Source: an optimization exercise on an open RTL-to-GDS flow (aim: small area and a short achievable clock period). Production flows keep margins and buffers that such runs may drop. RTL that was checked went through simulation tests only; none was proved equivalent to the original. The RTL of run 1 was laid out without a check of its function. Power and IR drop assume default switching activity.

==> flow/design.v, too long to show whole: its modules and the start of the top module <==
// module eq_streaming: 1067 lines
module eq_streaming #(
	parameter integer C_S_AXI_DATA_WIDTH = 32
)
(
    input aclk,
    input aresetn,
    input [C_S_AXI_DATA_WIDTH-1:0] D_READY,
    input [C_S_AXI_DATA_WIDTH-1:0] FFT_PTNS,
    input [C_S_AXI_DATA_WIDTH-1:0] FFT_BKTS,
    input [C_S_AXI_DATA_WIDTH-1:0] my_reg0,
    input [C_S_AXI_DATA_WIDTH-1:0] my_reg1,
    input [C_S_AXI_DATA_WIDTH-1:0] my_reg2,
    input [C_S_AXI_DATA_WIDTH-1:0] my_reg3,
    input [C_S_AXI_DATA_WIDTH-1:0] my_reg4,
    input [C_S_AXI_DATA_WIDTH-1:0] my_reg5,
    input [C_S_AXI_DATA_WIDTH-1:0] my_reg6,
    input [C_S_AXI_DATA_WIDTH-1:0] my_reg7,
    input [C_S_AXI_DATA_WIDTH-1:0] my_reg8,
    input [C_S_AXI_DATA_WIDTH-1:0] my_reg9,
    input [C_S_AXI_DATA_WIDTH-1:0] my_reg10,
    input [C_S_AXI_DATA_WIDTH-1:0] my_reg11,
    input [C_S_AXI_DATA_WIDTH-1:0] my_reg12,
    input [C_S_AXI_DATA_WIDTH-1:0] s_axis_data,
    output reg s_axis_ready,
    input s_axis_valid,
    output reg [C_S_AXI_DATA_WIDTH-1:0] m_axis_data,
    input m_axis_ready,
    output reg m_axis_valid
);
  // ...
==> flow/flow/run.sh <==
#!/bin/bash
set -euo pipefail
MARGIN=$(cat flow/margin.txt)
bash standard.sh SETUP_SLACK_MARGIN=$MARGIN \
  "BUFFER_PORTS_ARGS=-buffer_cell sky130_fd_sc_hd__buf_1" finish > make_finish.log 2>&1
==> flow/flow/margin.txt <==
7
==> flow/standard.sh <==
#!/bin/bash
# synth_recipe.tcl (not shown) runs the flow's synth.tcl, then flattens the netlist and writes it again
# the make line also repeats each setting of config.mk as NAME=value (left out here)
make -C /OpenROAD-flow-scripts/flow DESIGN_CONFIG=/design/flow/config.mk WORK_HOME=/design/flow/orfs CLKGATE_MAP_FILE= SYNTH_SCRIPT=/design/flow/synth_recipe.tcl "${@:-finish}"
==> flow/config.mk <==
export PLATFORM = sky130hd
export DESIGN_NAME = eq_streaming
export DESIGN_NICKNAME = eq_streaming
export VERILOG_FILES = /design/flow/design.v
export SDC_FILE = /design/flow/constraint.sdc
export NUM_CORES = 4
export LEC_CHECK = 0
export CAP_MARGIN = 20
export CORE_MARGIN = 2
export CORE_UTILIZATION = 45
export PLACE_DENSITY = 0.6
export SLEW_MARGIN = 20
==> flow/constraint.sdc <==
create_clock -name core_clock -period 10.0 [get_ports {aclk}]
set_input_delay 2.0000 -clock core_clock [delete_from_list [all_inputs] [get_ports {aclk}]]
set_output_delay 2.0000 -clock core_clock [all_outputs]
set_load 0.01 [all_outputs]
==> impl_metrics.tcl, run 1 <==
set metrics [dict create \
    status "complete, no violations" \
    path_buf_inv 0 \
    yosysMostFrequentCell "a22oi_1" \
    worstSetupPathDepth 11 \
    coreArea_mm2 0.0455 \
    grtUsageMet3 0.0998 \
    met1Wirelength_um 32900 \
    synth_cells 2242 \
    routed_wl_um 83600 \
    seqCellArea_mm2 0.00516 \
    maxCapViolCount 0 \
    cp-endpoint "g[5]" \
    worst_slack_ns 6.41 \
    grt_pass1_wl_um 123000 \
    die_w_um 219 \
    antenna_found_initial 19 \
    inverters 179 \
    top_register "m_axis_data" \
    synth_area_mm2 0.0208 \
    synth_cell_types 75 \
    synth_xor_area_frac 0.141 \
    dieArea_mm2 0.0479 \
    crit_family "simple AND/OR/NAND/NOR gates" \
    overflow 0 \
    largest_register_ffs 32 \
    synth_mux_area_frac 0.00922 \
    path_class "flop to flop" \
]
==> run 2, diff against run 1 <==
--- a/flow/design.v
+++ b/flow/design.v
@@ -23,67 +23,69 @@
     input [C_S_AXI_DATA_WIDTH-1:0] my_reg12,
     input [C_S_AXI_DATA_WIDTH-1:0] s_axis_data,
     output reg s_axis_ready,
     input s_axis_valid,
     output reg [C_S_AXI_DATA_WIDTH-1:0] m_axis_data,
     input m_axis_ready,
     output reg m_axis_valid
 );
+wire acc = s_axis_valid & m_axis_ready;
 reg v0, v1, r0, r1;
 always @(posedge aclk) begin
     if (!aresetn) begin
         v0 <= 1'b0; v1 <= 1'b0; m_axis_valid <= 1'b0;
         r0 <= 1'b0; r1 <= 1'b0; s_axis_ready <= 1'b0;
     end else begin
         v0 <= s_axis_valid; v1 <= v0; m_axis_valid <= v1;
         r0 <= m_axis_ready; r1 <= r0; s_axis_ready <= r1;
     end
 end
 reg [3:0] nb;
 always @(posedge aclk) nb <= FFT_BKTS[3:0];
-wire a0 = v0 & r0;
 reg [15:0] rem;
 reg z;
-wire last = (rem == 16'd1);
-wire z_e = a0 ? last : z;
 reg [11:0] n;
 wire [12:0] n1 = {1'b0, n} + 13'd1;
 wire wrap = n1[nb];
-wire [11:0] n_e = (a0 & ~z) ? (wrap ? 12'd1 : n1[11:0]) : n;
 always @(posedge aclk) begin
     if (!aresetn) begin
         rem <= FFT_PTNS[15:0];
         z <= 1'b1;
         n <= 12'd1;
-    end else begin
-        if (a0)
-            rem <= last ? FFT_PTNS[15:0] : rem - 16'd1;
-        z <= z_e;
-        n <= n_e;
+    end else if (acc) begin
+        if (rem == 16'd1) begin
+            rem <= FFT_PTNS[15:0];
+            z <= 1'b1;
+        end else begin
+            rem <= rem - 16'd1;
+            z <= 1'b0;
+        end
+        if (!z)
+            n <= wrap ? 12'd1 : n1[11:0];
     end
 end
 wire [11:0] lead;
 genvar k;
 generate for (k = 0; k < 12; k = k + 1) begin : g_lead
     if (k == 11) begin : g_top
-        assign lead[k] = n_e[k];
+        assign lead[k] = n[k];
     end else begin : g_low
-        assign lead[k] = n_e[k] & ~|n_e[11:k+1];
+        assign lead[k] = n[k] & ~|n[11:k+1];
     end
 end endgenerate
-wire [12:0] sel = z_e ? 13'd1 : {lead, 1'b0};
-wire [23:0] gsel =
-      ({24{sel[0]}}  & my_reg0[23:0])  | ({24{sel[1]}}  & my_reg1[23:0])
-    | ({24{sel[2]}}  & my_reg2[23:0])  | ({24{sel[3]}}  & my_reg3[23:0])
-    | ({24{sel[4]}}  & my_reg4[23:0])  | ({24{sel[5]}}  & my_reg5[23:0])
-    | ({24{sel[6]}}  & my_reg6[23:0])  | ({24{sel[7]}}  & my_reg7[23:0])
-    | ({24{sel[8]}}  & my_reg8[23:0])  | ({24{sel[9]}}  & my_reg9[23:0])
-    | ({24{sel[10]}} & my_reg10[23:0]) | ({24{sel[11]}} & my_reg11[23:0])
-    | ({24{sel[12]}} & my_reg12[23:0]);
+wire [12:0] sel = z ? 13'd1 : {lead, 1'b0};
+wire [23:0] gsel;
+eq_gmux13 u_gmux (
+    .sel(sel),
+    .d0(my_reg0[23:0]), .d1(my_reg1[23:0]), .d2(my_reg2[23:0]), .d3(my_reg3[23:0]),
+    .d4(my_reg4[23:0]), .d5(my_reg5[23:0]), .d6(my_reg6[23:0]), .d7(my_reg7[23:0]),
+    .d8(my_reg8[23:0]), .d9(my_reg9[23:0]), .d10(my_reg10[23:0]), .d11(my_reg11[23:0]),
+    .d12(my_reg12[23:0]),
+    .y(gsel));
 reg [23:0] g;
 always @(posedge aclk) g <= gsel;
 reg [7:0] re_one, re_two, re_neg;
 always @(posedge aclk) begin
     re_one[0] <= (s_axis_data[0] ^ 1'b0);
     re_two[0] <= ((s_axis_data[0] & 1'b0 & ~s_axis_data[1]) | (~s_axis_data[0] & ~1'b0 & s_axis_data[1]));
     re_neg[0] <= s_axis_data[1];
     re_one[1] <= (s_axis_data[2] ^ s_axis_data[1]);
@@ -1061,8 +1063,20 @@
 wire [15:0] im_sum = {im_w357, im_w355, im_w353, im_w351, im_w349, im_w347, im_w345, im_w343, im_w341, im_w339, im_w337, im_w335, im_w333, im_w331, im_w329, im_c8} + {im_w358, im_w356, im_w354, im_w352, im_w350, im_w348, im_w346, im_w344, im_w342, im_w340, im_w338, im_w336, im_w334, im_w332, im_w330, im_w328};
 always @(posedge aclk) begin
     if (!aresetn)
         m_axis_data <= 32'd0;
     else if (v1 & r1)
         m_axis_data <= {im_sum, re_sum};
 end
 endmodule
+module eq_gmux13 (
+    input [12:0] sel,
+    input [23:0] d0, d1, d2, d3, d4, d5, d6, d7, d8, d9, d10, d11, d12,
+    output [23:0] y
+);
+assign y =
+      ({24{sel[0]}}  & d0)  | ({24{sel[1]}}  & d1)  | ({24{sel[2]}}  & d2)
+    | ({24{sel[3]}}  & d3)  | ({24{sel[4]}}  & d4)  | ({24{sel[5]}}  & d5)
+    | ({24{sel[6]}}  & d6)  | ({24{sel[7]}}  & d7)  | ({24{sel[8]}}  & d8)
+    | ({24{sel[9]}}  & d9)  | ({24{sel[10]}} & d10) | ({24{sel[11]}} & d11)
+    | ({24{sel[12]}} & d12);
+endmodule
--- a/flow/config.mk
+++ b/flow/config.mk
@@ -5,8 +5,9 @@
 export SDC_FILE = /design/flow/constraint.sdc
 export NUM_CORES = 4
 export LEC_CHECK = 0
 export CAP_MARGIN = 20
 export CORE_MARGIN = 2
 export CORE_UTILIZATION = 45
 export PLACE_DENSITY = 0.6
 export SLEW_MARGIN = 20
+export SYNTH_HIERARCHICAL = 1
==> run 2 against run 1 <==
Against the previous run: still clean on timing, DRC and antenna; design area fell by 9.8%; final cell count decreased by 7.0%; synthesized cell count fell by 5.0%; core utilization decreased by 4.4 points; sequential power barely moved; total power is 0.72% lower; critical endpoint is now m_axis_data[31]; largest power group unchanged.
==> impl_metrics.tcl, run 2 <==
set metrics [dict create \
    status "complete, no violations" \
    powerDensity_mw_per_mm2 283 \
    drt-wirelength-per-cell_um 28.9 \
    die_w_um 216 \
    nNetsFinal 3252 \
    ff2ff_path_depth 10 \
    critPathSlowestCell "dfxtp_2" \
    cp_max_fo 2 \
    grt_usage 0.367 \
    rsz0062_at_grt "true" \
    crit_family "flip-flops" \
    fin_util 0.533 \
    synth-main-ff-cell "dfxtp_1" \
    worstSetupEndpointType "primary output" \
    dieArea_mm2 0.0468 \
    ys_ff_latch 241 \
    p_leak_uw 0.00919 \
    clk_latency_ns 0.58 \
    placementRows 77 \
    overflow 0 \
    synth_edf_count 16 \
    grt_pass1_vias 18100 \
    port_buffers 401 \
    max_freq_mhz 331 \
    worstHoldPathCells 1 \
    numCtsBuffers 29 \
    layout_common_cells "a22oi_1 (372), buf_1 (366), xnor2_1 (223)" \
    async_reset_ff_frac 0 \
    routed_wl_um 87900 \
    synth_cell_types 76 \
    path_class "flop to primary output" \
    cts_tree "done" \
    holdPathEnd "v1" \
    synth_cells 2129 \
    pin_count 582 \
    crit_arrival_ns 1.02 \
    via_count 18300 \
    synth_area_mm2 0.0203 \
    fin_tns_setup_ns 0 \
    synth_nets 2962 \
    min-delay-start "v0" \
    tightest_slew_ns 1.20 \
    drc 0 \
    maxCapViolCount 0 \
    grt_start_max_net_pins 42 \
    grt_pass1_wl_um 125000 \
    synth.avg_cell_area_um2 9.54 \
    cts_buffer_depth 3 \
    max_stage_delay_ns 0.33 \
    synth_largest_area_cell "dfxtp_1" \
    min_period_ns 3.02 \
    finalSetupViolations 0 \
    drv_slew 0 \
    path_buf_inv 1 \
    wl_met3_um 9960 \
    synth_top_area_frac 0.222 \
    hold_path.class "flop to flop" \
    ys_warn_count 7 \
    drt-vias-per-instance 6.02 \
    top_register "m_axis_data" \
    coreArea_mm2 0.0444 \
    met1Wirelength_um 33800 \
    layout_commonest_cell "a22oi_1" \
    antenna_found_initial 14 \
    first_iter_violations 2313 \
    hold_viol_final 0 \
    root_buffer "clkbuf_16" \
    top_layer "met5" \
    yosysMostFrequentCell "a22oi_1" \
    path_cells "buf_6" \
    dr.pass1.iters 10 \
    initial_utilization 0.457 \
    relSlewSlack 0.197 \
    wl_met2_um 37000 \
    place.gp.congestion 1.10 \
    synth_area_leaders "dfxtp_1 (22%), fa_1 (17%), a22oi_1 (14%)" \
    syn2layout_area_growth_pct 16.7 \
    reg.largest.list "m_axis_data: 32 flops, g: 24 flops, rem: 16 flops" \
    r2r_setup_slack_ns 7.05 \
    clock_skew_ns 0.0288 \
    required_ns 8.00 \
    startpoint_type "flop" \
    r2r-end "g[8]" \
    period_share 0.302 \
    peakVddDrop_mv 0.155 \
    dieHeight_um 216 \
    r2r_start "z" \
    synthTopCellsByCount "a22oi_1 (372), dfxtp_1 (225), xnor2_1 (223)" \
    clkTransAtPathRegs_ns 0.06 \
    largest_register_ffs 32 \
    cts_max_level 1 \
    seq_area_frac_synth 0.246 \
    dp_hpwl_um 68200 \
    clock_sinks 241 \
    layout-drive-gt1-share 0.117 \
    fillCellCount 4157 \
    drtAntennaViolNets 0 \
]
-- run 2: changes by cell type in the layout (fill, tap and decap cells not counted), sizes merged, moves of 28 or more --
cell / delta
xor2: -62
xnor2: +50
buf: -90
a221oi: -37
and2: -32
nor2: -39
nand2: -59
a22oi: +110
nor3: -28
-- run 2: cell families (layout without fill, tap and decap cells) --
family / after synthesis / in the layout / share of synthesized area
buffers and inverters: 380 / 691 / 0.0768
adders and majority gates: 285 / 285 / 0.239
xor gates and xnor gates: 322 / 322 / 0.139
AOI/OAI and AO/OA: 574 / 575 / 0.211
DFF: 241 / 241 / 0.246
muxes: 16 / 16 / 0.00875
and+or+nand+nor: 311 / 311 / 0.0796
other: 0 / 6 / 0
-- run 2: what timing repair did --
item	4_1_cts	5_1_grt
endpoints found under the hold margin	0	0
pin swaps	0	7
gates cloned	0	1
hold buffers	0	0
setup endpoints to repair	163	85
buffers inserted	3	7
resized for setup	157	43
-- run 2: worst max path at each step --
stage | start | to | slack, ns | cells past startpoint
after floorplan | s_axis_valid | n[10] | 6.96 | 6
after global placement | aresetn | rem[4] | 5.77 | 6
after detailed placement | aresetn | rem[4] | 5.72 | 6
after CTS | im_one[5] | im_q23_2 | 6.94 | 9
after global routing | im_neg[2] | im_q23_2 | 6.90 | 9
final | m_axis_data[31] | m_axis_data[31] | 6.98 | 1
-- run 2: per-module statistics from Yosys, one instance, submodules excluded --
module	cells inside	flip-flops and latches
eq_streaming	1911	241
eq_gmux13	218	0
-- run 2: routing by layer --
layer / track usage / vias to the layer above
li1: - / 8091
met1: 0.470 / 8920
met2: 0.535 / 1062
met3: 0.108 / 204
met4: 0.250 / 10
met5: 0 / -
-- run 2: where the power goes --
group          switching [uW]  internal, uW
registers                 241          1270
logic                    2310          1800
clock network             436           645
total                    2990          3720
-- run 2: metrics by stage --
step / cell area [um^2] / hold slack (ns) / cells / power, uW / worst slack, ns
floorplan: 20300 / 0.412 / 2129 / 4300 / 6.96
global placement: 22000 / 0.414 / 2969 / 5390 / 5.77
detailed placement: 22000 / 0.426 / 2969 / 5470 / 5.72
CTS: 23500 / 0.441 / 3025 / 6630 / 6.94
global route: 23700 / 0.472 / 3036 / 7330 / 6.90
finish: 23700 / 0.440 / 3039 / 6700 / 6.98
-- run 2: area by class of cell --
class | instances | area, um^2 | area share
repair buffers | 449 | 2220 | 0.0936
flip-flops and latches | 241 | 5120 | 0.216
clock buffers | 38 | 841 | 0.0355
inverters | 189 | 719 | 0.0304
diodes | 6 | 15.0 | 0.000634
clock inverters | 15 | 153 | 0.00644
well taps | 592 | 741 | 0.0313
multi-input cells | 1509 | 13900 | 0.586
==> run 3, diff against run 2 <==
==> flow/flow/margin.txt (replaced) <==
6.85
==> run 3 against run 2 <==
Against the previous run: sequential share of layout area increased by 0.12 points; sequential cell count unchanged; critical path depth unchanged; fmax decreased by 3.3%; register-to-register slack got worse by 0.12 ns; area after synthesis unchanged; synthesized cell count unchanged; highest routed layer unchanged; combinational power decreased by 2%; final cell count decreased by 0.20%.
==> impl_metrics.tcl, run 3 <==
set metrics [dict create \
    r2r-end "im_c8" \
    path_class "flop to primary output" \
    synth_largest_area_cell "dfxtp_1" \
    required_ns 8.00 \
    layout_common_cells "buf_1 (400), a22oi_1 (372), xnor2_1 (223)" \
    finalSetupViolations 0 \
    drtAntennaViolNets 0 \
    via_count 18400 \
    top_register "m_axis_data" \
    fin_util 0.522 \
    reg.largest.list "m_axis_data: 32 flops, g: 24 flops, rem: 16 flops" \
    synthTopCellsByCount "a22oi_1 (372), dfxtp_1 (225), xnor2_1 (223)" \
    nNetsFinal 3242 \
    grt_usage 0.363 \
    startpoint "m_axis_data[15]" \
    dieHeight_um 216 \
    ctsHoldBuffers 0 \
    first_iter_violations 1988 \
    yosysMostFrequentCell "a22oi_1" \
    worstHoldPathCells 1 \
    syn2layout_area_growth_pct 14.3 \
    synth_cell_types 76 \
    period_share 0.312 \
    synth_area_mm2 0.0203 \
    crit_family "flip-flops" \
    overflow 0 \
    antenna_found_initial 17 \
    maxCapViolCount 0 \
    p_leak_uw 0.00893 \
    cts_tree "done" \
    fin_tns_setup_ns 0 \
    clock_skew_ns 0.0196 \
    place.gp.congestion 1.13 \
    root_buffer "clkbuf_16" \
    holdPathEnd "v1" \
    largest_register_ffs 32 \
    initial_utilization 0.457 \
    relSlewSlack 0.358 \
    max_stage_delay_ns 0.34 \
    path_buf_inv 1 \
    status "complete, no violations" \
    path_cells "buf_1" \
    die_w_um 216 \
    port_buffers 401 \
    max_freq_mhz 320 \
    hold_path.class "flop to flop" \
    critPathSlowestCell "dfxtp_1" \
    ys_warn_count 7 \
    placementRows 77 \
    worstSetupEndpointType "primary output" \
    rsz0062_at_grt "true" \
    crit_arrival_ns 1.12 \
    drt-wirelength-per-cell_um 28.5 \
    seq_area_frac_synth 0.246 \
    min-delay-start "v0" \
    ff2ff_path_depth 9 \
    drv_slew 0 \
    startpoint_type "flop" \
    routed_wl_um 86500 \
    cts_max_level 1 \
    powerDensity_mw_per_mm2 287 \
    async_reset_ff_frac 0 \
    coreArea_mm2 0.0444 \
    layout-drive-gt1-share 0.0802 \
    clock_sinks 241 \
    synth_area_leaders "dfxtp_1 (22%), fa_1 (17%), a22oi_1 (14%)" \
    dieArea_mm2 0.0468 \
    grt_pass1_wl_um 124000 \
    synth.avg_cell_area_um2 9.54 \
    r2r_start "g[5]" \
    numCtsBuffers 28 \
    grt_pass1_vias 18200 \
    r2r_setup_slack_ns 6.93 \
    drt-vias-per-instance 6.05 \
    clk_latency_ns 0.58 \
    grt_start_max_net_pins 42 \
    clkTransAtPathRegs_ns 0.06 \
    layout_commonest_cell "buf_1" \
    hold_viol_final 0 \
    dp_hpwl_um 67700 \
    cp_max_fo 2 \
    cts_buffer_depth 3 \
    synth_edf_count 16 \
    pin_count 582 \
    synth_cells 2129 \
    ys_ff_latch 241 \
    dr.pass1.iters 6 \
    synth-main-ff-cell "dfxtp_1" \
    tightest_slew_ns 0.963 \
    synth_top_area_frac 0.222 \
    synth_nets 2962 \
    min_period_ns 3.12 \
    peakVddDrop_mv 0.172 \
    drc 0 \
]
[run 3: metal layers]
layer | routed length, um | part of all wire | GRT usage | up-vias
met5 | 35 | 0.00040 | 0 | -
met4 | 7010 | 0.081 | 0.251 | 6
met2 | 36000 | 0.42 | 0.525 | 1149
li1 | - | - | - | 8076
met1 | 32800 | 0.38 | 0.459 | 8946
met3 | 10700 | 0.12 | 0.116 | 185
[run 3: timing repair]
item,in CTS,in global routing
setup endpoints to repair,84,38
resized for setup,33,23
buffers inserted,0,1
[run 3: worst max path at each step]
| stage | end | slack, ns | cells past startpoint |
|---|---|---|---|
| 2_1_floorplan | n[10] | 6.96 | 6 |
| 3_3_place_gp | rem[5] | 5.78 | 6 |
| 3_5_place_dp | rem[5] | 5.77 | 6 |
| 4_1_cts | re_q23_2 | 6.81 | 9 |
| 5_1_grt | re_q23_2 | 6.79 | 10 |
| 6_report | m_axis_data[15] | 6.88 | 1 |
[run 3: modules after synthesis (local to each module, per instance)]
module / cells / area, um^2 / copies in the design / flops+latches
eq_streaming: 1911 / 18700 / 1 / 241
eq_gmux13: 218 / 1600 / 1 / 0
[run 3: power breakdown]
part	internal (uW)	total [uW]	switching, uW
sequential	1270	1520	247
clock	685	1130	445
combinational	1740	4020	2270
[run 3: cell families after synthesis]
kind of cell               share of synthesized area
and+or+nand+nor                               0.0796
adders and majority gates                      0.239
muxes                                        0.00875
xor gates and xnor gates                       0.139
DFF                                            0.246
buffers and inverters                         0.0768
AOI/OAI and AO/OA                              0.211
[run 3: cell type report]
cell class                      instances  area [um^2]
Clock inverter                         16          213
Antenna cell                           11         27.5
Sequential cell                       241         5040
Inverter                              189          719
Fill cell                            4284        21200
Timing Repair Buffer                  441         1850
Multi-Input combinational cell       1508        13800
Clock buffer                           35          788
Tap cell                              592          741
[run 3: metrics by stage]
| stage | worst slack, ns | total power, uW | cell area, um^2 | hold slack [ns] | std cells |
|---|---|---|---|---|---|
| floorplan | 6.96 | 4300 | 20300 | 0.412 | 2129 |
| global placement | 5.78 | 5400 | 22000 | 0.417 | 2970 |
| detailed placement | 5.77 | 5490 | 22000 | 0.419 | 2970 |
| CTS | 6.81 | 6660 | 23100 | 0.434 | 3021 |
| global route | 6.79 | 7270 | 23200 | 0.460 | 3029 |
| finish | 6.88 | 6660 | 23200 | 0.434 | 3033 |
==> run 4, diff against run 3 <==
==> flow/flow/margin.txt (replaced) <==
7
--- a/flow/config.mk
+++ b/flow/config.mk
@@ -8,6 +8,8 @@
 export CAP_MARGIN = 20
 export CORE_MARGIN = 2
 export CORE_UTILIZATION = 45
+export CTS_CLUSTER_DIAMETER = 80
+export CTS_CLUSTER_SIZE = 20
 export PLACE_DENSITY = 0.6
 export SLEW_MARGIN = 20
 export SYNTH_HIERARCHICAL = 1
==> run 4 against run 3 <==
Against the previous run: still clean on timing, DRC and antenna; worst setup slack improved by 0.14 ns; die area did not move; fmax rose by 4.5%; sequential power barely moved; final cell count fell by 0.66%; clock power fell by 32%; critical path type unchanged; critical endpoint is now m_axis_data[25]; largest power group unchanged; highest routed layer unchanged.
==> impl_metrics.tcl, run 4 <==
set metrics [dict create \
    status "complete, no violations" \
    cts_buffer_depth 3 \
    hold_viol_final 0 \
    root_buffer "clkbuf_16" \
    clkTransAtPathRegs_ns 0.08 \
    async_reset_ff_frac 0 \
    clk_latency_ns 0.55 \
    seq_area_frac_synth 0.246 \
    cp_max_fo 2 \
    first_iter_violations 2329 \
    syn2layout_area_growth_pct 14.6 \
    critPathSlowestCell "dfxtp_2" \
    synth_largest_area_cell "dfxtp_1" \
    seqCellArea_mm2 0.00512 \
    worstSetupEndpointType "primary output" \
    numCtsBuffers 18 \
    startpoint_type "flop" \
    peakVddDrop_mv 0.178 \
    place.gp.congestion 1.10 \
    routed_wl_um 87600 \
    drv_slew 0 \
    pin_count 582 \
    fin_cells 3013 \
    layout-drive-gt1-share 0.108 \
    period_share 0.299 \
    yosysMostFrequentCell "a22oi_1" \
    ctsHoldBuffers 0 \
    synth_cells 2129 \
    max_freq_mhz 335 \
    seqPwrFrac 0.237 \
    synth_edf_count 16 \
    layout_commonest_cell "a22oi_1" \
    swShare 0.461 \
    powerDensity_mw_per_mm2 274 \
    nNetsFinal 3238 \
    path_cells "buf_6" \
    die_w_um 216 \
    p_leak_uw 0.00897 \
    fin_tns_setup_ns 0 \
    cts_tree "done" \
    relSlewSlack 0.217 \
    min_period_ns 2.99 \
    path_class "flop to primary output" \
    initial_utilization 0.457 \
    synth_nets 2962 \
    rsz0062_at_grt "true" \
    p_int_uw 3440 \
    fin_util 0.524 \
    hold_path.class "flop to flop" \
    reg.largest.list "m_axis_data: 32 flops, g: 24 flops, rem: 16 flops" \
    synthTopCellsByCount "a22oi_1 (372), dfxtp_1 (225), xnor2_1 (223)" \
    crit_arrival_ns 0.99 \
    drt-wirelength-per-cell_um 29.1 \
    layout_common_cells "a22oi_1 (372), buf_1 (366), xnor2_1 (223)" \
    required_ns 8.00 \
    path_buf_inv 1 \
    synth.avg_cell_area_um2 9.54 \
    drc 0 \
    dieHeight_um 216 \
    synth_area_leaders "dfxtp_1 (22%), fa_1 (17%), a22oi_1 (14%)" \
    synth-main-ff-cell "dfxtp_1" \
    antenna_found_initial 13 \
    tightest_slew_ns 1.17 \
    dp_hpwl_um 68200 \
    synth_area_mm2 0.0203 \
    fillCellCount 4191 \
    ys_warn_count 7 \
    clock_sinks 241 \
    worst_slack_ns 7.01 \
    place_ws_ns 5.72 \
    clockPowerShare 0.121 \
    clock_skew_ns 0.0292 \
    p_switching_uw 2940 \
    overflow 0 \
    dp_cells 2969 \
    drt-vias-per-instance 6.08 \
    dr.pass1.iters 8 \
    grt_pass1_wl_um 124000 \
    top_register "m_axis_data" \
    max_stage_delay_ns 0.34 \
    synth_cell_types 76 \
    placementRows 77 \
    power_frac_comb 0.642 \
    via_count 18300 \
    grt_pass1_vias 18000 \
    port_buffers 401 \
    grt_start_max_net_pins 42 \
    ys_ff_latch 241 \
    drtAntennaViolNets 0 \
    cts_max_level 1 \
    crit_family "flip-flops" \
    coreArea_mm2 0.0444 \
    multiInputGateArea_mm2 0.0139 \
    grt_usage 0.366 \
    maxCapViolCount 0 \
    dieArea_mm2 0.0468 \
    finalSetupViolations 0 \
    synth_top_area_frac 0.222 \
    largest_register_ffs 32 \
]
run 4: cell counts after synthesis:
Identical to the previous run, type by type.
run 4: metal layers:
metal	global-route usage	wire length (um)	vias to the layer above
met5	0	69	-
met4	0.251	7100	10
met3	0.106	9480	206
met2	0.529	36600	1066
met1	0.471	34300	8980
li1	-	-	8043
run 4: power by group through the flow:
stage	registers [uW]	logic (uW)	clock network, uW
after global placement	1520	3870	0
final	1510	4100	770
after detailed placement	1530	3930	0
after global routing	1550	4640	822
after CTS	1510	4010	784
after floorplan	1400	2900	0
run 4: through the flow:
step	total power, uW	cell area, um^2	hold slack (ns)
after floorplan	4300	20300	0.412
after global placement	5390	22000	0.414
after detailed placement	5470	22000	0.426
after CTS	6300	23000	0.445
after global routing	7010	23300	0.478
final	6380	23300	0.446
run 4: kinds of logic (layout without fill, tap and decap cells):
group	count (synthesis)	in the layout	share of synthesized area
AOI/OAI and AO/OA	574	575	0.211
adders and majority gates	285	285	0.239
xor gates and xnor gates	322	322	0.139
and+or+nand+nor	311	311	0.0796
other	0	5	0
buffers and inverters	380	666	0.0768
DFF	241	241	0.246
muxes	16	16	0.00875
run 4: per-module statistics from Yosys (local to each module, per instance):
module	cells inside	flops+latches
eq_gmux13	218	0
eq_streaming	1911	241
run 4: area by class of cell:
class	count	area share
clock buffers	22	0.0204
repair buffers	446	0.0941
multi-input cells	1509	0.597
clock inverters	9	0.00489
inverters	189	0.0309
diodes	5	0.000538
well taps	592	0.0318
flip-flops and latches	241	0.220
run 4: timing repair:
item / CTS / global route
resized for setup: 149 / 55
setup buffers: 2 / 5
pin swaps: 0 / 8
setup endpoints to repair: 162 / 88
cloned: 0 / 1
run 4: worst paths after layout:
check | startpoint | endpoint | slack, ns | cells after the start
setup / recovery | m_axis_data[25] | m_axis_data[25] | 7.01 | 1
setup reg to reg | im_neg[2] | im_q23_2 | 7.09 | 9
hold / removal | v0 | v1 | 0.45 | 1
hold reg to reg | v0 | v1 | 0.45 | 1
==> run 5, diff against run 4 <==
--- a/flow/config.mk
+++ b/flow/config.mk
@@ -8,8 +8,8 @@
 export CAP_MARGIN = 20
 export CORE_MARGIN = 2
 export CORE_UTILIZATION = 45
-export CTS_CLUSTER_DIAMETER = 80
-export CTS_CLUSTER_SIZE = 20
+export CTS_CLUSTER_DIAMETER = 100
+export CTS_CLUSTER_SIZE = 30
 export PLACE_DENSITY = 0.6
 export SLEW_MARGIN = 20
 export SYNTH_HIERARCHICAL = 1
==> run 5 against run 4 <==
Against the previous run: combinational power about the same; design area decreased by 0.81%; total power decreased by 1.7%; clock power decreased by 16%; largest cell class unchanged; largest power group unchanged.
==> impl_metrics.tcl, run 5 <==
set metrics [dict create \
    period_share 0.298 \
    maxCapViolCount 0 \
    cts_buffer_depth 3 \
    grt_usage 0.365 \
    layout-drive-gt1-share 0.106 \
    placementRows 77 \
    top_register "m_axis_data" \
    r2r_setup_slack_ns 7.05 \
    grt_pass1_vias 18000 \
    synth_largest_area_cell "dfxtp_1" \
    startpoint "m_axis_valid" \
    hold_path.class "flop to flop" \
    root_buffer "clkbuf_16" \
    max_freq_mhz 335 \
    synth_top_area_frac 0.222 \
    required_ns 8.00 \
    place_ws_ns 5.72 \
    clock_skew_ns 0.0204 \
    fin_tns_setup_ns 0 \
    port_buffers 401 \
    drv_slew 0 \
    reg.largest.list "m_axis_data: 32 flops, g: 24 flops, rem: 16 flops" \
    clockPowerShare 0.103 \
    synth_area_mm2 0.0203 \
    status "complete, no violations" \
    p_int_uw 3360 \
    worstSetupPathDepth 1 \
    finalSetupViolations 0 \
    via_count 18200 \
    cp-endpoint "m_axis_valid" \
    drtAntennaViolNets 0 \
    pin_count 582 \
    synth_nets 2962 \
    dieHeight_um 216 \
    clkTransAtPathRegs_ns 0.12 \
    seqPwrFrac 0.240 \
    hold_viol_final 0 \
    min-delay-start "v0" \
    relSlewSlack 0.200 \
    min_period_ns 2.98 \
    synth-main-ff-cell "dfxtp_1" \
    clock_sinks 241 \
    async_reset_ff_frac 0 \
    critPathSlowestCell "dfxtp_2" \
    power_frac_comb 0.657 \
    p_switching_uw 2910 \
    worstSetupEndpointType "primary output" \
    cp_max_fo 1 \
    drt-wirelength-per-cell_um 29.1 \
    yosysMostFrequentCell "a22oi_1" \
    cts_max_level 1 \
    first_iter_violations 2131 \
    grt_start_max_net_pins 43 \
    clk_latency_ns 0.51 \
    coreArea_mm2 0.0444 \
    dp_hpwl_um 68200 \
    drt-vias-per-instance 6.05 \
    ff2ff_path_depth 9 \
    synth_edf_count 16 \
    largest_register_ffs 32 \
    fin_util 0.520 \
    overflow 0 \
    worst_slack_ns 7.02 \
    crit_family "flip-flops" \
    layout_common_cells "a22oi_1 (372), buf_1 (366), xnor2_1 (223)" \
    r2r-end "re_c8" \
    dieArea_mm2 0.0468 \
    rsz0062_at_grt "true" \
    fillCellCount 4212 \
    nNetsFinal 3239 \
    initial_utilization 0.457 \
    ys_warn_count 7 \
    die_w_um 216 \
    drc 0 \
    numCtsBuffers 13 \
    synthTopCellsByCount "a22oi_1 (372), dfxtp_1 (225), xnor2_1 (223)" \
    cts_tree "done" \
    crit_arrival_ns 0.98 \
    path_cells "buf_6" \
    syn2layout_area_growth_pct 13.7 \
    place.gp.congestion 1.10 \
    seqCellArea_mm2 0.00512 \
    tightest_slew_ns 1.20 \
    synth.avg_cell_area_um2 9.54 \
    synth_area_leaders "dfxtp_1 (22%), fa_1 (17%), a22oi_1 (14%)" \
    dr.pass1.iters 7 \
    grt_pass1_wl_um 124000 \
    powerDensity_mw_per_mm2 272 \
    swShare 0.464 \
    ys_ff_latch 241 \
    antenna_found_initial 12 \
    r2r_start "g[3]" \
    multiInputGateArea_mm2 0.0139 \
    synth_cells 2129 \
    routed_wl_um 87600 \
    seq_area_frac_synth 0.246 \
    startpoint_type "flop" \
    layout_commonest_cell "a22oi_1" \
    peakVddDrop_mv 0.207 \
    ctsHoldBuffers 0 \
    max_stage_delay_ns 0.35 \
    path_buf_inv 1 \
    synth_cell_types 76 \
    path_class "flop to primary output" \
    p_leak_uw 0.00893 \
    holdWs_ns 0.451 \
]
run 5: changes by cell type in the layout (fill, tap and decap cells not counted), moves of 2 or more:
cell       delta
buf_2        +16
buf_4         +6
buf_6        -16
dfxtp_2       -2
clkbuf_16     -5
diode_2       +2
clkinv_2      -2
run 5: per-layer routing:
metal / vias up / GRT usage / routed length [um]
li1: 8038 / - / -
met1: 8933 / 0.471 / 34200
met2: 1035 / 0.527 / 36900
met3: 202 / 0.104 / 9380
met4: 8 / 0.251 / 7140
met5: - / 0 / 55
run 5: timing repair:
action / 4_1_cts / 5_1_grt
gates cloned: 1 / 0
resized for setup: 112 / 79
setup buffers: 2 / 11
pin swaps: 0 / 8
setup endpoints to repair: 166 / 89
run 5: through the flow:
step                total power, uW  instance area (um^2)  std cells
CTS                            6170                 22700       2993
global placement               5390                 22000       2969
floorplan                      4300                 20300       2129
global route                   6900                 23100       3008
detailed placement             5470                 22000       2969
finish                         6280                 23100       3011
run 5: cells by family after synthesis:
| logic type | Yosys count | synth area share |
|---|---|---|
| and+or+nand+nor | 311 | 0.0796 |
| buffers and inverters | 380 | 0.0768 |
| adders and majority gates | 285 | 0.239 |
| DFF | 241 | 0.246 |
| AOI/OAI and AO/OA | 574 | 0.211 |
| muxes | 16 | 0.00875 |
| xor gates and xnor gates | 322 | 0.139 |
run 5: per-module statistics from Yosys (local to each module, per instance):
module,flops+latches,area (um^2),cells inside
eq_gmux13,0,1600,218
eq_streaming,241,18700,1911
run 5: power by group through the flow:
stage	Sequential (uW)	Combinational, uW	Clock [uW]
after CTS	1510	4000	663
after floorplan	1400	2900	0
after global routing	1540	4660	695
after global placement	1520	3870	0
after detailed placement	1530	3930	0
final	1510	4120	648
run 5: cell type report:
cell class / instances / share of cell area
timing repair buffer: 452 / 0.0928
multi-input combinational: 1509 / 0.602
clock inverter: 5 / 0.00407
tap: 592 / 0.0321
inverter: 189 / 0.0312
clock buffer: 16 / 0.0150
sequential: 241 / 0.222
antenna: 7 / 0.000759
run 5: worst min-delay path by stage:
| stage | cells past startpoint | to | slack [ns] |
|---|---|---|---|
| after floorplan | 1 | r1 | 0.41 |
| after detailed placement | 1 | v1 | 0.43 |
| after global routing | 2 | m_axis_data[4] | 0.48 |
| after CTS | 1 | v1 | 0.45 |
| final | 1 | v1 | 0.45 |
| after global placement | 1 | v1 | 0.41 |
==> run 6, diff against run 5 <==
--- a/flow/config.mk
+++ b/flow/config.mk
@@ -7,9 +7,7 @@
 export LEC_CHECK = 0
 export CAP_MARGIN = 20
 export CORE_MARGIN = 2
-export CORE_UTILIZATION = 45
-export CTS_CLUSTER_DIAMETER = 100
-export CTS_CLUSTER_SIZE = 30
-export PLACE_DENSITY = 0.6
+export CORE_UTILIZATION = 60
+export PLACE_DENSITY = 0.7
 export SLEW_MARGIN = 20
 export SYNTH_HIERARCHICAL = 1
==> run 6 against run 5 <==
Against the previous run: clock skew grew 0.0031 ns; synthesized cell count is the same; sequential cell count is the same; core utilization grew 18 points; area after synthesis is the same; die area shrank 25%; count of clock-buffer cells in the layout grew 17; global-route usage grew 12 points; design area grew 1.8%; fmax shrank 2.4%; sequential power is essentially flat; critical path depth grew 9; highest routed layer unchanged.
==> impl_metrics.tcl, run 6 <==
set metrics [dict create \
    hold_path.class "flop to flop" \
    hold_viol_final 0 \
    path_class "flop to flop" \
    synth-main-ff-cell "dfxtp_1" \
    synth_largest_area_cell "dfxtp_1" \
    ys_warn_count 7 \
    synth_edf_count 16 \
    max_stage_delay_ns 0.63 \
    yosysMostFrequentCell "a22oi_1" \
    synth_area_leaders "dfxtp_1 (22%), fa_1 (17%), a22oi_1 (14%)" \
    startpoint "re_two[0]" \
    synth_top_area_frac 0.222 \
    coreArea_mm2 0.0334 \
    r2r_setup_slack_ns 6.94 \
    max_freq_mhz 327 \
    dieHeight_um 188 \
    tightest_slew_ns 0.936 \
    fin_util 0.702 \
    placementRows 67 \
    ctsHoldBuffers 0 \
    p_switching_uw 3090 \
    cts_buffer_depth 3 \
    dp_cells 2821 \
    synth_nets 2962 \
    drtAntennaViolNets 0 \
    port_buffers 401 \
    crit_arrival_ns 3.54 \
    period_share 0.306 \
    p_int_uw 3730 \
    maxCapViolCount 0 \
    cts_max_level 1 \
    crit_family "XOR/XNOR gates" \
    grt_usage 0.484 \
    place.gp.congestion 1.05 \
    p_leak_uw 0.00917 \
    powerDensity_mw_per_mm2 290 \
    seqPwrFrac 0.225 \
    synthTopCellsByCount "a22oi_1 (372), dfxtp_1 (225), xnor2_1 (223)" \
    synth_cell_types 76 \
    grt_pass1_wl_um 123000 \
    drt-wirelength-per-cell_um 30.0 \
    reg.largest.list "m_axis_data: 32 flops, g: 24 flops, rem: 16 flops" \
    swShare 0.453 \
    power_frac_comb 0.614 \
    startpoint_type "flop" \
    worstSetupEndpointType "flop" \
    min_period_ns 3.06 \
    syn2layout_area_growth_pct 15.7 \
    seq_area_frac_synth 0.246 \
    largest_register_ffs 32 \
    drt-vias-per-instance 6.66 \
    fin_tns_setup_ns 0 \
    path_buf_inv 1 \
    pin_count 582 \
    crit_top_cell "xnor2_1" \
    peakVddDrop_mv 0.190 \
    clkTransAtPathRegs_ns 0.07 \
    top_register "m_axis_data" \
    via_count 19300 \
    layout-drive-gt1-share 0.117 \
    synth.avg_cell_area_um2 9.54 \
    grt_start_max_net_pins 42 \
    routed_wl_um 87100 \
    ys_ff_latch 241 \
    synth_area_mm2 0.0203 \
    clock_sinks 241 \
    clock_skew_ns 0.0235 \
    drv_slew 0 \
    r2r_start "re_two[0]" \
    numCtsBuffers 28 \
    first_iter_violations 3180 \
    drc 0 \
    nNetsFinal 3252 \
    dr.pass1.iters 12 \
    cp_max_fo 23 \
    synth_cells 2129 \
    path_cells "a22oi_1 -> xnor2_1 -> fa_1 -> inv_1 -> fa_1 -> xnor2_1 -> xnor2_1 -> xnor2_1 -> xnor2_1 -> xnor2_1" \
    r2r-end "re_q23_2" \
    min-delay-start "r0" \
    holdPathEnd "r1" \
    cts_tree "done" \
    layout_common_cells "a22oi_1 (372), buf_1 (366), xnor2_1 (223)" \
    fin_cells 2902 \
    dp_hpwl_um 64900 \
    layout_commonest_cell "a22oi_1" \
    required_ns 10.48 \
    async_reset_ff_frac 0 \
    clockPowerShare 0.161 \
    overflow 0 \
    clk_latency_ns 0.58 \
    finalSetupViolations 0 \
    initial_utilization 0.607 \
    root_buffer "clkbuf_16" \
    grt_pass1_vias 18400 \
    ff2ff_path_depth 10 \
    rsz0062_at_grt "true" \
    status "complete, no violations" \
    relSlewSlack 0.370 \
    die_w_um 188 \
    dieArea_mm2 0.0353 \
    critPathSlowestCell "dfxtp_2" \
    worstHoldPathCells 1 \
    antenna_found_initial 17 \
]
-- run 6: layout make-up --
cell class | count | area (um^2)
Sequential cell | 241 | 5090
Fill cell | 2635 | 9960
Clock inverter | 19 | 240
Tap cell | 448 | 561
Inverter | 189 | 719
Antenna cell | 13 | 32.5
Timing Repair Buffer | 448 | 2150
Multi-Input combinational cell | 1511 | 13900
Clock buffer | 33 | 749
-- run 6: power by group through the flow --
stage               Sequential (uW)  Combinational (uW)  Clock (uW)
floorplan                      1400                2900           0
global placement               1510                3770           0
detailed placement             1530                3890           0
CTS                            1520                3990        1100
global route                   1550                4640        1140
finish                         1530                4180        1100
-- run 6: through the flow --
stage	cell area, um^2	power (uW)	hold slack (ns)	worst slack, ns
3_3_place_gp	21800	5290	0.415	5.90
3_5_place_dp	21800	5420	0.428	5.86
5_1_grt	23500	7330	0.449	6.83
4_1_cts	23200	6610	0.441	6.80
6_report	23500	6810	0.441	6.94
2_1_floorplan	20300	4300	0.412	6.96
-- run 6: kinds of logic (layout without fill, tap and decap cells) --
logic type | after synthesis | in the layout | share of synthesized area
DFF | 241 | 241 | 0.246
muxes | 16 | 16 | 0.00875
buffers and inverters | 380 | 689 | 0.0768
other | 0 | 13 | 0
AOI/OAI and AO/OA | 574 | 575 | 0.211
xor gates and xnor gates | 322 | 322 | 0.139
and+or+nand+nor | 311 | 313 | 0.0796
adders and majority gates | 285 | 285 | 0.239
-- run 6: modules after synthesis, one instance, submodules excluded --
module,cells,times used,flip-flops and latches
eq_gmux13,218,1,0
eq_streaming,1911,1,241
-- run 6: worst max-delay path by stage --
stage	endpoint	slack [ns]	cells after the start
global route	im_q23_2	6.83	9
CTS	im_q23_2	6.80	9
global placement	rem[7]	5.90	7
finish	re_q23_2	6.94	10
floorplan	n[10]	6.96	6
detailed placement	rem[7]	5.86	7
-- run 6: layer usage --
layer | up-vias | global-route usage | share of wire
met5 | - | 0 | 0.0014
met2 | 1633 | 0.698 | 0.41
met1 | 9213 | 0.559 | 0.32
met3 | 385 | 0.197 | 0.15
met4 | 6 | 0.411 | 0.11
li1 | 8098 | - | -
-- run 6: repair_timing --
action                                  in CTS  in global routing
hold endpoints to repair                     0                  0
setup buffers                                4                  9
endpoints found under the setup margin     161                103
pin swaps                                    0                  6
gates resized for setup                    146                 46
cloned                                       0                  3

-- separate check: timing with driven ports --
How much do the figures lean on ideal ports? The routed layouts below were timed once more, with nothing changed but the port constraints. Step 1, drivers: a clkbuf_16 drives aclk and a buf_2 each remaining input, both assumed. Step 2 times the ports against the registers' clock, not the clock port: input delays grow and output delays shrink by t, the midpoint of the rising clock arrivals with the driver on. Slacks: ideal / step 1 / step 2; pairs: ideal / step 1.
run | t, ns | setup slack, ns | hold WS [ns] | worst register clock-pin slew, ns | worst data-port slew with drivers (ns)
run 1 | 0.635 | 6.413 / 6.413 / 6.413 | 0.471 / 0.471 / 0.471 | 0.07 / 0.07 | 0.24
run 2 | 0.624 | 6.980 / 6.923 / 6.495 | 0.440 / 0.440 / 0.440 | 0.06 / 0.06 | 0.18
run 3 | 0.626 | 6.876 / 6.817 / 6.373 | 0.434 / 0.434 / 0.434 | 0.07 / 0.07 | 0.15
run 4 | 0.595 | 7.011 / 6.952 / 6.512 | 0.446 / 0.446 / 0.446 | 0.09 / 0.09 | 0.18
run 5 | 0.561 | 7.018 / 6.959 / 6.523 | 0.451 / 0.451 / 0.451 | 0.12 / 0.12 | 0.18
run 6 | 0.622 | 6.945 / 6.932 / 6.417 | 0.441 / 0.441 / 0.441 | 0.07 / 0.07 | 0.27
After both steps every run listed still meets setup and hold. The setup slack of run 6, which loses most, moves by -0.013 ns with the drivers and by -0.528 ns with both steps.
